From an optimization exercise on the open Yosys and OpenROAD flow, aimed at small area and a short achievable clock period; shortcuts taken in it are not production practice. No run shown here included a check of the RTL's function; only the layout flow was run. Power figures rest on the tool's default switching activity, not on a simulated workload.

--- flow/config.mk ---
export PLATFORM = sky130hd
export DESIGN_NAME = hdc1080_readings_to_ascii
export DESIGN_NICKNAME = hdc1080_readings_to_ascii
export VERILOG_FILES = /design/flow/design.v
export SDC_FILE = /design/flow/constraint.sdc
export NUM_CORES = 4
export LEC_CHECK = 0
export CAP_MARGIN = 20
export CORE_MARGIN = 2
export CORE_UTILIZATION = 40
export SLEW_MARGIN = 20
--- flow/constraint.sdc ---
create_clock -name core_clock -period 17.0 [get_ports {i_clk}]
set_input_delay 3.4000 -clock core_clock [delete_from_list [all_inputs] [get_ports {i_clk}]]
set_output_delay 3.4000 -clock core_clock [all_outputs]
set_load 0.01 [all_outputs]
--- flow/design.v ---
module hdc1080_readings_to_ascii(
    i_clk, i_srst,
    i_display_temp, i_display_humid,
    i_hygro_op_mode, i_hygro_display_mode,
    o_txt_ascii_line1, o_txt_ascii_line2);
input wire i_clk;
input wire i_srst;
input wire [15:0] i_display_temp;
input wire [15:0] i_display_humid;
input wire [0:0] i_hygro_op_mode;
input wire [2:0] i_hygro_display_mode;
output wire [(16*8-1):0] o_txt_ascii_line1;
output wire [(16*8-1):0] o_txt_ascii_line2;
function automatic [7:0] ascii_of_hdigit(input [3:0] v);
    ascii_of_hdigit = (v < 4'd10) ? {4'h3, v} : (8'h37 + {4'h0, v});
endfunction
function automatic [3:0] dig(input [3:0] a, input [2:0] b);
    dig = a - {b, 1'b0} - {b[0], 3'b000};
endfunction
function automatic [11:0] bcd_9x(input [4:0] x);
    case (x)
        5'd0: bcd_9x = 12'h000;
        5'd1: bcd_9x = 12'h009;
        5'd2: bcd_9x = 12'h018;
        5'd3: bcd_9x = 12'h027;
        5'd4: bcd_9x = 12'h036;
        5'd5: bcd_9x = 12'h045;
        5'd6: bcd_9x = 12'h054;
        5'd7: bcd_9x = 12'h063;
        5'd8: bcd_9x = 12'h072;
        5'd9: bcd_9x = 12'h081;
        5'd10: bcd_9x = 12'h090;
        5'd11: bcd_9x = 12'h099;
        5'd12: bcd_9x = 12'h108;
        5'd13: bcd_9x = 12'h117;
        5'd14: bcd_9x = 12'h126;
        5'd15: bcd_9x = 12'h135;
        5'd16: bcd_9x = 12'h144;
        5'd17: bcd_9x = 12'h153;
        5'd18: bcd_9x = 12'h162;
        5'd19: bcd_9x = 12'h171;
        5'd20: bcd_9x = 12'h180;
        5'd21: bcd_9x = 12'h189;
        5'd22: bcd_9x = 12'h198;
        5'd23: bcd_9x = 12'h207;
        5'd24: bcd_9x = 12'h216;
        5'd25: bcd_9x = 12'h225;
        5'd26: bcd_9x = 12'h234;
        5'd27: bcd_9x = 12'h243;
        5'd28: bcd_9x = 12'h252;
        5'd29: bcd_9x = 12'h261;
        5'd30: bcd_9x = 12'h270;
        5'd31: bcd_9x = 12'h279;
        default: bcd_9x = 12'h000;
    endcase
endfunction
function automatic [3:0] neg_code(input [4:0] x);
    neg_code = (x == 5'd0 || x == 5'd10) ? 4'd0 : x[3:0] + 4'd6;
endfunction
reg [15:0] r_t;
reg [15:0] r_h;
always @(posedge i_clk) begin
    r_t <= i_display_temp;
    r_h <= i_display_humid;
end
wire [11:0] c_y    = r_t[11:0];
wire [14:0] c_p1   = {c_y, 2'b00} + c_y;                   
wire [13:0] c_p2   = {c_y, 4'h0} + {c_y, 3'b000} + c_y;     
wire [12:0] c_p3   = {c_y, 7'h00} - {c_y, 2'b00} + c_y;     
wire [3:0]  c_w2   = c_p1[14:11];
wire [3:0]  c_w1   = dig(c_p2[13:10], c_p1[13:11]);
wire [3:0]  c_w0   = dig(c_p3[12:9],  c_p2[12:10]);
wire        c_pos  = r_t[15] | r_t[14];
wire [3:0]  c_th   = r_t[15:12] - 4'd4;
wire        c_ge10 = (c_th >= 4'd10);
wire        c_k0 = (c_w0 >= 4'd2);
wire [3:0]  c_n0 = c_k0 ? c_w0 - 4'd2 : c_w0 + 4'd8;
wire        c_k1 = c_k0 && (c_w1 == 4'd9);
wire [3:0]  c_n1 = c_k1 ? 4'd0 : c_w1 + {3'b000, c_k0};
wire [4:0]  c_s2 = c_w2 + 5'd6 + c_k1;
wire        c_k2 = (c_s2 >= 5'd10);
wire [3:0]  c_n2 = c_k2 ? c_s2 - 5'd10 : c_s2[3:0];
wire [3:0]  c_d4 = c_pos ? {3'b000, c_ge10} : 4'd8;
wire [3:0]  c_d3 = c_pos ? (c_ge10 ? c_th - 4'd10 : c_th)
                         : (4'd4 + {2'b00, r_t[13:12]} + {3'b000, c_k2});
wire [3:0]  c_d2 = c_pos ? c_w2 : c_n2;
wire [3:0]  c_d1 = c_pos ? c_w1 : c_n1;
wire [3:0]  c_d0 = c_pos ? c_w0 : c_n0;
wire [14:0] f_p1 = {r_t[10:0], 3'b000} + r_t[10:0];            
wire [13:0] f_p2 = {r_t, 5'h00} + {r_t, 3'b000} + {r_t, 2'b00} + r_t;  
wire [12:0] f_p3 = {r_t, 8'h00} - {r_t, 5'h00} + r_t;          
wire [3:0]  f_k  = f_p1[14:11];
wire [2:0]  f_a  = r_t[13:11] + f_k[2:0];                     
wire [11:0] f_u  = bcd_9x(r_t[15:11]);
wire [4:0]  f_s2 = f_u[3:0] + f_k;
wire        f_c2 = (f_s2 >= 5'd10);
wire        f_c3 = f_c2 && (f_u[7:4] == 4'd9);
wire [3:0]  f_v4 = f_u[11:8] + {3'b000, f_c3};
wire [3:0]  f_v3 = f_c3 ? 4'd0 : f_u[7:4] + {3'b000, f_c2};
wire [3:0]  f_v2 = f_c2 ? f_s2 - 5'd10 : f_s2[3:0];
wire [3:0]  f_v1 = dig(f_p2[13:10], f_a);
wire [3:0]  f_v0 = dig(f_p3[12:9],  f_p2[12:10]);
wire        f_neg = (f_v4 == 4'd0) && (f_v3 < 4'd4);
wire        f_ge4 = (f_v3 >= 4'd4);
wire [3:0]  f_p4 = f_ge4 ? f_v4 : f_v4 - 4'd1;
wire [3:0]  f_p3d = f_ge4 ? f_v3 - 4'd4 : f_v3 + 4'd6;
wire        f_b0 = (f_v0 != 4'd0);
wire        f_b1 = f_b0 || (f_v1 != 4'd0);
wire        f_b2 = f_b1 || (f_v2 != 4'd0);
wire [3:0]  f_n3 = f_v3 + {3'b000, f_b2} - 4'd4;
wire [3:0]  f_d4 = f_neg ? 4'd0 : f_p4;
wire [3:0]  f_d3 = f_neg ? f_n3 : f_p3d;
wire [3:0]  f_d2 = f_neg ? neg_code(f_v2 + f_b1) : f_v2;
wire [3:0]  f_d1 = f_neg ? neg_code(f_v1 + f_b0) : f_v1;
wire [3:0]  f_d0 = f_neg ? neg_code({1'b0, f_v0}) : f_v0;
wire [18:0] h_p1 = {r_h, 2'b00} + r_h;                                
wire [17:0] h_p2 = {r_h, 4'h0} + {r_h, 3'b000} + r_h;                 
wire [16:0] h_p3 = {r_h, 7'h00} - {r_h, 2'b00} + r_h;                 
wire [15:0] h_p4 = {r_h, 9'h000} + {r_h, 7'h00} - {r_h, 4'h0} + r_h;  
wire [3:0]  h_d3 = h_p1[18:15];
wire [3:0]  h_d2 = dig(h_p2[17:14], h_p1[17:15]);
wire [3:0]  h_d1 = dig(h_p3[16:13], h_p2[16:14]);
wire [3:0]  h_d0 = dig(h_p4[15:12], h_p3[15:13]);
wire       s_op = i_hygro_op_mode[0];
wire [2:0] s_dm = i_hygro_display_mode;
wire k_noop = ~s_op;
wire k_nd   = s_op & ((s_dm == 3'd0) | (s_dm == 3'd6) | (s_dm == 3'd7));
wire k_m1   = s_op & (s_dm == 3'd1);
wire k_m2   = s_op & (s_dm == 3'd2);
wire k_m3   = s_op & (s_dm == 3'd3);
wire k_m4   = s_op & (s_dm == 3'd4);
wire k_m5   = s_op & (s_dm == 3'd5);
wire       s_sel_f = ~s_dm[0];
wire [3:0] s_td4 = s_sel_f ? f_d4 : c_d4;
wire [3:0] s_td3 = s_sel_f ? f_d3 : c_d3;
wire [3:0] s_td2 = s_sel_f ? f_d2 : c_d2;
wire [3:0] s_td1 = s_sel_f ? f_d1 : c_d1;
wire [3:0] s_td0 = s_sel_f ? f_d0 : c_d0;
wire [7:0] s_t7  = (s_td4 == 4'h0) ? 8'h20 : ascii_of_hdigit(s_td4);
wire [7:0] s_t8  = ((s_td4 == 4'h0) && (s_td3 == 4'h0)) ? 8'h20 : ascii_of_hdigit(s_td3);
wire [7:0] s_t9  = ascii_of_hdigit(s_td2);
wire [7:0] s_t11 = ascii_of_hdigit(s_td1);
wire [7:0] s_t12 = ascii_of_hdigit(s_td0);
wire [7:0] s_h8  = (h_d3 == 4'h0) ? 8'h20 : ascii_of_hdigit(h_d3);
wire [7:0] s_h9  = ascii_of_hdigit(h_d2);
wire [7:0] s_h11 = ascii_of_hdigit(h_d1);
wire [7:0] s_h12 = ascii_of_hdigit(h_d0);
reg [60:0] r_o;
always @(posedge i_clk) begin
    r_o[0] <= (k_m1 | k_m3);
    r_o[1] <= (k_m1 | k_m2 | k_m3 | k_m4);
    r_o[2] <= (k_m2 | k_m4);
    r_o[3] <= ((k_m1 | k_m2 | k_m3 | k_m4) & s_t12[0]);
    r_o[4] <= ((k_m1 | k_m2 | k_m3 | k_m4) & s_t12[1]);
    r_o[5] <= ((k_m1 | k_m2 | k_m3 | k_m4) & s_t12[2]);
    r_o[6] <= ((k_m1 | k_m2 | k_m3 | k_m4) & s_t12[3]);
    r_o[7] <= ((k_m1 | k_m2 | k_m3 | k_m4) & s_t12[4]);
    r_o[8] <= (k_noop | k_nd | k_m5) | ((k_m1 | k_m2 | k_m3 | k_m4) & s_t12[5]);
    r_o[9] <= k_noop | ((k_m1 | k_m2 | k_m3 | k_m4) & s_t11[0]);
    r_o[10] <= ((k_m1 | k_m2 | k_m3 | k_m4) & s_t11[1]);
    r_o[11] <= k_noop | ((k_m1 | k_m2 | k_m3 | k_m4) & s_t11[2]);
    r_o[12] <= ((k_m1 | k_m2 | k_m3 | k_m4) & s_t11[3]);
    r_o[13] <= ((k_m1 | k_m2 | k_m3 | k_m4) & s_t11[4]);
    r_o[14] <= (k_noop | k_nd | k_m5) | ((k_m1 | k_m2 | k_m3 | k_m4) & s_t11[5]);
    r_o[15] <= k_noop | ((k_m1 | k_m2 | k_m3 | k_m4) & s_t11[6]);
    r_o[16] <= k_nd;
    r_o[17] <= (k_nd | k_m1 | k_m2 | k_m3 | k_m4);
    r_o[18] <= (k_noop | k_m1 | k_m2 | k_m3 | k_m4);
    r_o[19] <= (k_noop | k_nd);
    r_o[20] <= k_nd | ((k_m1 | k_m2 | k_m3 | k_m4) & s_t9[0]);
    r_o[21] <= (k_noop | k_nd) | ((k_m1 | k_m2 | k_m3 | k_m4) & s_t9[1]);
    r_o[22] <= ((k_m1 | k_m2 | k_m3 | k_m4) & s_t9[2]);
    r_o[23] <= ((k_m1 | k_m2 | k_m3 | k_m4) & s_t9[3]);
    r_o[24] <= k_nd | ((k_m1 | k_m2 | k_m3 | k_m4) & s_t9[4]);
    r_o[25] <= (k_noop | k_nd | k_m5) | ((k_m1 | k_m2 | k_m3 | k_m4) & s_t9[5]);
    r_o[26] <= (k_noop | k_nd) | ((k_m1 | k_m2 | k_m3 | k_m4) & s_t9[6]);
    r_o[27] <= (k_noop | k_nd) | ((k_m1 | k_m2 | k_m3 | k_m4) & s_t8[0]);
    r_o[28] <= ((k_m1 | k_m2 | k_m3 | k_m4) & s_t8[1]);
    r_o[29] <= k_nd | ((k_m1 | k_m2 | k_m3 | k_m4) & s_t8[2]);
    r_o[30] <= ((k_m1 | k_m2 | k_m3 | k_m4) & s_t8[3]);
    r_o[31] <= ((k_m1 | k_m2 | k_m3 | k_m4) & s_t8[4]);
    r_o[32] <= (k_noop | k_nd | k_m5) | ((k_m1 | k_m2 | k_m3 | k_m4) & s_t8[5]);
    r_o[33] <= (k_noop | k_nd) | ((k_m1 | k_m2 | k_m3 | k_m4) & s_t8[6]);
    r_o[34] <= ((k_m1 | k_m2 | k_m3 | k_m4) & s_t7[0]);
    r_o[35] <= (k_noop | k_nd) | ((k_m1 | k_m2 | k_m3 | k_m4) & s_t7[1]);
    r_o[36] <= k_noop;
    r_o[37] <= k_noop | ((k_m1 | k_m2 | k_m3 | k_m4) & s_t7[3]);
    r_o[38] <= k_nd | ((k_m1 | k_m2 | k_m3 | k_m4) & s_t7[4]);
    r_o[39] <= (k_noop | k_nd | k_m1 | k_m2 | k_m3 | k_m4);
    r_o[40] <= (k_m1 | k_m2 | k_m5);
    r_o[41] <= ((k_m1 | k_m2 | k_m5) & s_h12[0]);
    r_o[42] <= ((k_m1 | k_m2 | k_m5) & s_h12[1]);
    r_o[43] <= ((k_m1 | k_m2 | k_m5) & s_h12[2]);
    r_o[44] <= ((k_m1 | k_m2 | k_m5) & s_h12[3]);
    r_o[45] <= ((k_m1 | k_m2 | k_m5) & s_h11[0]);
    r_o[46] <= k_noop | ((k_m1 | k_m2 | k_m5) & s_h11[1]);
    r_o[47] <= k_noop | ((k_m1 | k_m2 | k_m5) & s_h11[2]);
    r_o[48] <= k_noop | ((k_m1 | k_m2 | k_m5) & s_h11[3]);
    r_o[49] <= (k_noop | k_m1 | k_m2 | k_m5);
    r_o[50] <= ((k_m1 | k_m2 | k_m5) & s_h9[0]);
    r_o[51] <= k_noop | ((k_m1 | k_m2 | k_m5) & s_h9[1]);
    r_o[52] <= ((k_m1 | k_m2 | k_m5) & s_h9[2]);
    r_o[53] <= ((k_m1 | k_m2 | k_m5) & s_h9[3]);
    r_o[54] <= k_noop | ((k_m1 | k_m2 | k_m5) & s_h8[0]);
    r_o[55] <= k_nd | ((k_m1 | k_m2 | k_m5) & s_h8[1]);
    r_o[56] <= (k_noop | k_nd) | ((k_m1 | k_m2 | k_m5) & s_h8[2]);
    r_o[57] <= k_nd | ((k_m1 | k_m2 | k_m5) & s_h8[3]);
    r_o[58] <= ((k_m1 | k_m2 | k_m5) & s_h8[4]);
    r_o[59] <= (k_nd | k_m1 | k_m2 | k_m5);
    r_o[60] <= (k_noop | k_nd | k_m1 | k_m2 | k_m5);
end
assign o_txt_ascii_line1 = {
    1'b0, r_o[39], ~r_o[39], r_o[1], r_o[19], r_o[1], 1'b0, r_o[19],
    1'b0, r_o[39], 1'b1, 1'b0, 1'b0, r_o[39], 1'b0, r_o[1],
    1'b0, r_o[39], 1'b1, 1'b0, r_o[39], r_o[39], 1'b0, r_o[1],
    1'b0, r_o[39], 1'b1, r_o[1], 1'b0, r_o[19], 1'b0, r_o[19],
    1'b0, 1'b0, 1'b1, 1'b0, r_o[19], r_o[19], r_o[19], 1'b0,
    1'b0, 1'b0, 1'b1, r_o[1], r_o[1], 1'b0, r_o[1], 1'b0,
    1'b0, r_o[19], ~r_o[19], r_o[16], 1'b0, r_o[36], 1'b0, r_o[36],
    1'b0, r_o[19], 1'b1, r_o[38], r_o[37], r_o[36], r_o[35], r_o[34],
    1'b0, r_o[33], r_o[32], r_o[31], r_o[30], r_o[29], r_o[28], r_o[27],
    1'b0, r_o[26], r_o[25], r_o[24], r_o[23], r_o[22], r_o[21], r_o[20],
    1'b0, r_o[19], 1'b1, r_o[16], r_o[18], r_o[18], r_o[17], r_o[16],
    1'b0, r_o[15], r_o[14], r_o[13], r_o[12], r_o[11], r_o[10], r_o[9],
    1'b0, ~r_o[8], r_o[8], r_o[7], r_o[6], r_o[5], r_o[4], r_o[3],
    1'b0, 1'b0, 1'b1, r_o[1], 1'b0, 1'b0, 1'b0, 1'b0,
    1'b0, 1'b0, 1'b1, r_o[1], 1'b0, 1'b0, 1'b0, 1'b0,
    1'b0, r_o[1], ~r_o[1], 1'b0, 1'b0, r_o[2], r_o[1], r_o[0]
};
assign o_txt_ascii_line2 = {
    1'b0, r_o[60], ~r_o[40], r_o[36], r_o[40], 1'b0, r_o[36], r_o[19],
    1'b0, r_o[49], 1'b1, r_o[49], 1'b0, r_o[49], r_o[36], r_o[49],
    1'b0, r_o[60], 1'b1, 1'b0, r_o[49], r_o[40], r_o[16], r_o[49],
    1'b0, r_o[60], 1'b1, r_o[19], r_o[40], r_o[19], 1'b0, r_o[59],
    1'b0, r_o[60], 1'b1, r_o[16], 1'b0, r_o[59], r_o[36], r_o[36],
    1'b0, r_o[19], 1'b1, r_o[59], r_o[49], r_o[16], r_o[40], 1'b0,
    1'b0, r_o[16], 1'b1, 1'b0, r_o[16], r_o[16], r_o[16], r_o[16],
    1'b0, r_o[19], 1'b1, r_o[36], r_o[19], r_o[16], r_o[19], 1'b0,
    1'b0, r_o[36], 1'b1, r_o[58], r_o[57], r_o[56], r_o[55], r_o[54],
    1'b0, r_o[36], 1'b1, r_o[49], r_o[53], r_o[52], r_o[51], r_o[50],
    1'b0, r_o[36], 1'b1, 1'b0, r_o[49], r_o[49], r_o[49], r_o[36],
    1'b0, 1'b0, 1'b1, r_o[40], r_o[48], r_o[47], r_o[46], r_o[45],
    1'b0, 1'b0, 1'b1, r_o[40], r_o[44], r_o[43], r_o[42], r_o[41],
    1'b0, 1'b0, 1'b1, r_o[40], 1'b0, 1'b0, 1'b0, 1'b0,
    1'b0, 1'b0, 1'b1, r_o[40], 1'b0, 1'b0, 1'b0, 1'b0,
    1'b0, 1'b0, 1'b1, 1'b0, 1'b0, r_o[40], 1'b0, r_o[40]
};
endmodule
--- flow/flow/run.sh ---
#!/bin/bash
# Standard layout (standard.sh) with these changes:
#  - synthesis leaves adders to ABC (no full/half adder cell extraction),
#  - ports are buffered with sky130_fd_sc_hd__buf_1.
set -euo pipefail
bash standard.sh ADDER_MAP_FILE= 'BUFFER_PORTS_ARGS=-buffer_cell sky130_fd_sc_hd__buf_1' finish > standard_flow.log 2>&1
--- flow/standard.sh ---
#!/bin/bash
# synth_recipe.tcl (not shown) runs the flow's synth.tcl, then flattens the netlist and writes it again
# the make line also repeats each setting of config.mk as NAME=value (left out here)
make -C /OpenROAD-flow-scripts/flow DESIGN_CONFIG=/design/flow/config.mk WORK_HOME=/design/flow/orfs CLKGATE_MAP_FILE= SYNTH_SCRIPT=/design/flow/synth_recipe.tcl "${@:-finish}"
==> flow_summary.toml, run 1 <==
[run_status]
status = "finished clean"

[sta]
timing.final.crit_share = 0.350
clock_skew_ps = 9.37
holdWs_ps = 612
hold_violations = 0
tns_ps = 0
min_period_ps = 5960
rsz0062_at_grt = "no"
setup_ws_ps = 11040
slew_viol_final = 0
fmax_ghz = 0.168
slew_headroom = 0.284
setup_viol = 0
worstMarginPinSlew_ps = 1070

[cts]
post_cts_resized = 0
htree_num_levels = 3
cts_sinks = 102
clock_path_buffers = 2
postCtsSetupRepairBufs = 0
clk_pin_slew_worst_paths_ps = 70
ctsRootBufferMaster = "clkbuf_16"
postCtsHoldBufs = 0
cts_tree = "done"
clk_latency_ps = 380
cts_made_buffers = 9

[synthesis]
synth_edf_count = 0
avgSynthCellArea_um2 = 7.32
yosysTopAreaCell = "dfxtp_1"
synth_area_leaders = "dfxtp_1, buf_4, xnor2_1, nand2_1, a21oi_1"
synth_area_um2 = 14300
yosys.cell_count.top_type = "buf_4"
ys_seq_area_frac = 0.142
ys_warn_count = 1
syn_inst = 1959
synth_ff_type = "dfxtp_1"
async_flop_share = 0
ys_seq_elements = 102
yosysTopAreaCellShare = 0.142
synth_cell_types = 121
synth_common_cells = "buf_4, nand2_1, nor2_1, a21oi_1, xnor2_1"

[cells_and_area]
final_nets = 1989
antenna_cells = 0
finalCoreUtilization = 0.404
area_growth_pct = -0.392
layout-drive-gt1-share = 0.0711

[route]
drt_iter0_drc = 1121
first_pass_iters = 6
vias = 13766
via_per_inst = 5.70
drt-total-wl_um = 39400
avgRoutedWirePerCell_um = 16.3
ant_nets = 0
drc = 0

[run]
maxCapViolCount = 0

[place]
place_congestion = 0.870
hpwl_um = 28200
numPortBuffers = 183
dp_worst_setup_slack_ps = 10600

[setup_path]
r2r_slack_ps = 11400
required_ps = 17320
worst_r2r_path_depth = 16
cp_max_fo = 39
critPathLaunchType = "input pin"
end_kind = "flop"
cp_data_arrival_time_ps = 6270
critPathKind = "in2reg"

[grt]
grt_max_degree = 60
grt_usage = 0.201
grt_pass1_vias = 12408
grt_pass1_wl_um = 63700
grt-ovfl-total = 0
antenna_found_initial = 3

[power_and_ir_drop]
p_per_area_nw_per_um2 = 93.8
seqPwrFrac = 0.217
power.leakage_nw = 5.29
peakVddDrop_mv = 0.0640
total_power_mw = 1.34
clockPowerShare = 0.154
switchingPower_uw = 643
switching_share = 0.480
power_frac_comb = 0.628
internal-power_uw = 697

[die]
pin_count = 294
fp.dieW_um = 193
design.core.area_um2 = 35400
initial_core_util = 0.405
die_h_um = 193
dieArea_um2 = 37400
num_rows = 69

[min_path]
hold_path_depth = 2
hp-class = "reg2reg"
==> final timing paths <==
| path | startpoint | end |
|---|---|---|
| max | i_hygro_display_mode[0] | r_o[26] |
| min | f_u[9] | r_o[35] |
| max reg2reg | r_t[10] | r_o[27] |
| min reg2reg | f_u[9] | r_o[35] |
==> cells in the final DEF (no fill, tap or decap), drive strengths merged, types with 11 or more instances in the layout <==
| cell type | count |
|---|---|
| a211oi | 28 |
| a21o | 24 |
| a21oi | 121 |
| a221oi | 16 |
| a31oi | 33 |
| and2 | 25 |
| and3 | 12 |
| buf | 204 |
| clkinv | 11 |
| conb | 109 |
| dfxtp | 102 |
| inv | 47 |
| maj3 | 24 |
| mux2i | 32 |
| nand2 | 174 |
| nand2b | 43 |
| nand3 | 48 |
| nand4 | 14 |
| nor2 | 148 |
| nor2b | 26 |
| nor3 | 54 |
| nor4 | 13 |
| o2111ai | 11 |
| o211ai | 32 |
| o21a | 14 |
| o21ai | 121 |
| o21bai | 11 |
| o22ai | 19 |
| o2bb2ai | 11 |
| o311ai | 11 |
| or2 | 17 |
| or3 | 15 |
| xnor2 | 123 |
| xor2 | 50 |
==> per-layer routing <==
layer	vias up	wire (µm)	global-route usage	part of all wire
met1	6509	17000	0.244	0.43
li1	6772	-	-	-
met3	70	1780	0.0270	0.045
met5	-	41	0	0.0010
met4	6	956	0.0704	0.024
met2	409	19600	0.361	0.50
==> power by group through the flow <==
stage / Sequential (mW) / Combinational [mW] / Clock, mW
5_1_grt: 0.296 / 0.931 / 0.223
3_3_place_gp: 0.297 / 0.817 / 0
6_report: 0.291 / 0.842 / 0.207
4_1_cts: 0.291 / 0.836 / 0.214
3_5_place_dp: 0.297 / 0.832 / 0
2_1_floorplan: 0.296 / 0.703 / 0
==> area by class of cell <==
class,instances,area [µm²]
clock buffers,9,225
clock inverters,7,62.6
fillers,3733,21100
inverters,51,194
multi-input cells,1582,10300
flip-flops and latches,102,2050
well taps,461,577
repair buffers,205,853
==> per-stage QoR <==
stage	std cells	cell area [µm²]
global placement	2401	14000
detailed placement	2401	14000
finish	2417	14300
floorplan	2066	14700
global route	2417	14300
CTS	2417	14300
==> cells by family (layout without fill, tap and decap cells) <==
group / Yosys count / after routing / share of synthesized area
AO/OA/AOI/OAI: 593 / 593 / 0.296
other: 2 / 109 / 0.000524
XOR/XNOR: 180 / 180 / 0.127
multiplexers: 42 / 42 / 0.0310
flip-flops: 102 / 102 / 0.142
AND/OR/NAND/NOR: 634 / 634 / 0.221
adder cells (fa/ha/maj): 24 / 24 / 0.0169
buffers and inverters: 382 / 272 / 0.166
==> state kept, by name, indices dropped and copies added, names as in the netlist <==
| name | cells |
|---|---|
| f_u | 9 |
| r_h | 16 |
| r_o | 61 |
| r_t | 16 |
==> worst max-delay path: stages <==
cell,delay (ps)
clkbuf_2,630
clkinv_1,800
nor3_1,460
nor2_1,70
buf_4,190
inv_1,380
o211ai_1,220
nand2_1,110
==> run 2, diff against run 1 <==
==> flow/flow/run.sh (replaced) <==
#!/bin/bash
# Standard layout (standard.sh) with these changes:
#  - synthesis leaves adders to ABC (no full/half adder cell extraction),
#  - ports are buffered with sky130_fd_sc_hd__buf_1,
#  - repair_timing aims for 11 ns of setup slack.
set -euo pipefail
bash standard.sh ADDER_MAP_FILE= 'BUFFER_PORTS_ARGS=-buffer_cell sky130_fd_sc_hd__buf_1' SETUP_SLACK_MARGIN=11 finish > standard_flow.log 2>&1
==> run 2 against run 1 <==
Net effect: critical path type is now reg2reg; wire length barely moved; sequential power barely moved; fmax rose by 6.7%; sequential share of layout area barely moved; flip-flop and latch count did not move; non-clock buffer count rose by 5; via count rose by 0.10%; cell area rose by 0.29%.
==> flow_summary.toml, run 2 <==
[synthesis]
synth_ff_type = "dfxtp_1"
synth_area_um2 = 14300
ys_seq_area_frac = 0.142
ys_seq_elements = 102
synth_area_leaders = "dfxtp_1, buf_4, xnor2_1, nand2_1, a21oi_1"
avgSynthCellArea_um2 = 7.32
synth_edf_count = 0
syn_inst = 1959
ys_warn_count = 1
synth_cell_types = 121
synth_common_cells = "buf_4, nand2_1, nor2_1, a21oi_1, xnor2_1"
yosysTopAreaCell = "dfxtp_1"
yosys.cell_count.top_type = "buf_4"
async_flop_share = 0
yosysTopAreaCellShare = 0.142

[place]
dp_cells = 2401
numPortBuffers = 183
hpwl_um = 28200
post_dp_cell_area_um2 = 14000
place_congestion = 0.870

[cts]
clock_path_buffers = 2
clk_pin_slew_worst_paths_ps = 70
cts_tree = "done"
cts_made_buffers = 9
cts_sinks = 102
clk_latency_ps = 380
htree_num_levels = 3
ctsRootBufferMaster = "clkbuf_16"

[grt]
grt_max_degree = 60
grt_pass1_vias = 12408
antenna_found_initial = 3
grt-ovfl-total = 0
grt_pass1_wl_um = 63700
grt_usage = 0.201

[cells_and_area]
area_growth_pct = -0.105
antenna_cells = 0
regMostFlops = "r_o"
layout_commonest_cell = "buf_1"
fin_cells = 2422
final_cell_mix = "buf_1, nand2_1, nor2_1"
register_area_um2 = 2050
largest_reg_flops = 61
layout-drive-gt1-share = 0.0739
fin_area_um2 = 14300
reg_top3 = "r_o (61), r_h (16), r_t (16)"
multiInputGateArea_um2 = 10300
final_nets = 1994
n_fill_cell = 3731
finalCoreUtilization = 0.405

[sta]
worstMarginPinSlew_ps = 1090
timing.final.crit_share = 0.328
fmax_ghz = 0.179
rsz0062_at_grt = "no"
slew_headroom = 0.274
setup_viol = 0
hold_violations = 0
clock_skew_ps = 8.94
min_period_ps = 5580
slew_viol_final = 0
tns_ps = 0

[setup_path]
reg2reg_to = "r_o[27]"
required_ps = 17250
cp_max_fo = 39
critPathKind = "reg2reg"
end_kind = "flop"
r2r_start = "r_t[10]"
critPathLaunchType = "flop"
cp_data_arrival_time_ps = 5830
r2r_slack_ps = 11420
worst_r2r_path_depth = 16

[power_and_ir_drop]
power.leakage_nw = 5.32
total_power_mw = 1.34
peakVddDrop_mv = 0.0640
p_per_area_nw_per_um2 = 93.5

[min_path]
hp-class = "reg2reg"
hold_path_depth = 2
hold_path.startpoint = "f_u[9]"
whs_endpoint = "r_o[35]"

[route]
via_per_inst = 5.69
ant_nets = 0
drc = 0
drt_iter0_drc = 1100
first_pass_iters = 6
vias = 13780
avgRoutedWirePerCell_um = 16.2
drt-total-wl_um = 39300

[die]
dieArea_um2 = 37400
initial_core_util = 0.405
num_rows = 69
die_h_um = 193
design.core.area_um2 = 35400
fp.dieW_um = 193
pin_count = 294

[run]
maxCapViolCount = 0

[run_status]
status = "finished clean"
## run 2: repair_timing
action / CTS / global route
gates resized for setup: 0 / 1
buffers inserted: 0 / 5
setup endpoints to repair: 0 / 22
hold buffers: 0 / 0
## run 2: cell families after synthesis
family	Yosys count	synth area share
compound gates	593	0.296
xor+xnor	180	0.127
fa+ha+maj	24	0.0169
buf+inv	382	0.166
flops	102	0.142
mux	42	0.0310
other cells	2	0.000524
simple gates	634	0.221
## run 2: how the worst max path moves through the flow
stage	startpoint	endpoint	slack, ps	cells past startpoint
floorplan	i_hygro_display_mode[0]	r_o[4]	12000	7
global placement	i_hygro_display_mode[0]	r_o[25]	10660	7
detailed placement	i_hygro_display_mode[0]	r_o[25]	10600	7
CTS	i_hygro_display_mode[0]	r_o[26]	11020	8
global route	r_t[10]	r_o[10]	11000	16
finish	r_t[10]	r_o[27]	11420	16
## run 2: layout make-up
cell class	instances	area share
multi-input cells	1582	0.721
clock inverters	7	0.00437
inverters	51	0.0138
well taps	461	0.0403
clock buffers	9	0.0157
repair buffers	210	0.0622
flip-flops and latches	102	0.143
## run 2: power breakdown
| group | switching [mW] | internal [mW] | leakage [nW] |
|---|---|---|---|
| Sequential | 0.0244 | 0.267 | 0.850 |
| Combinational | 0.514 | 0.329 | 4.32 |
| Clock | 0.104 | 0.103 | 0.144 |
## run 2: per-stage QoR
step                hold slack (ps)  setup WS [ps]
floorplan                       528          12000
global placement                604          10660
global route                    650          11000
detailed placement              594          10600
finish                          608          11420
CTS                             611          11020
## run 2: metal layers
layer / GRT usage / share of wire / vias up
met5: 0 / 0.0010 / -
met1: 0.244 / 0.43 / 6537
met4: 0.0704 / 0.025 / 6
met2: 0.361 / 0.50 / 396
met3: 0.0270 / 0.043 / 68
li1: - / - / 6773
## run 2: worst max-delay path, cell delays in order, from the launching register on
cell and delay (ps):
dfxtp_1 310, buf_4 400, clkinv_1 760, a22oi_2 590, a22o_1 310, a22oi_1 130
o211ai_1 420, xor2_1 350, mux2i_1 240, a21oi_1 190, nor4_2 580, a311oi_1 170
or3b_1 450, nand3b_1 200, nand2_1 110, xnor2_1 140, o21ai_0 80

-- afterwards: timing with drivers on the ports --
The flow's constraints put no driver on any port. The routed layouts listed below were extracted and timed again, unchanged, in two steps.
Step 1 assumes that a clkbuf_16 drives the clock port and a buf_2 every other input.
Step 2 adds t to the input delays and takes it off the output delays; t is the mean of the earliest and latest rising clock arrival at the registers after step 1. Input paths then give back, and output paths get back, about the clock's delay inside the block.
Slacks: ideal / step 1 / step 2; pairs: ideal / step 1.
| run | t, ns | slack for setup (ns) | worst setup path after step 2 | clock arrival spread, ns |
|---|---|---|---|---|
| run 1 | 0.425 | 11.043 / 11.070 / 10.645 | input to register | 0.011 / 0.011 |
| run 2 | 0.423 | 11.418 / 11.418 / 11.217 | input to register | 0.011 / 0.012 |
After both steps every run listed still meets setup and hold. The setup slack of run 1, which loses most, moves by +0.027 ns with the drivers and by -0.398 ns with both steps.
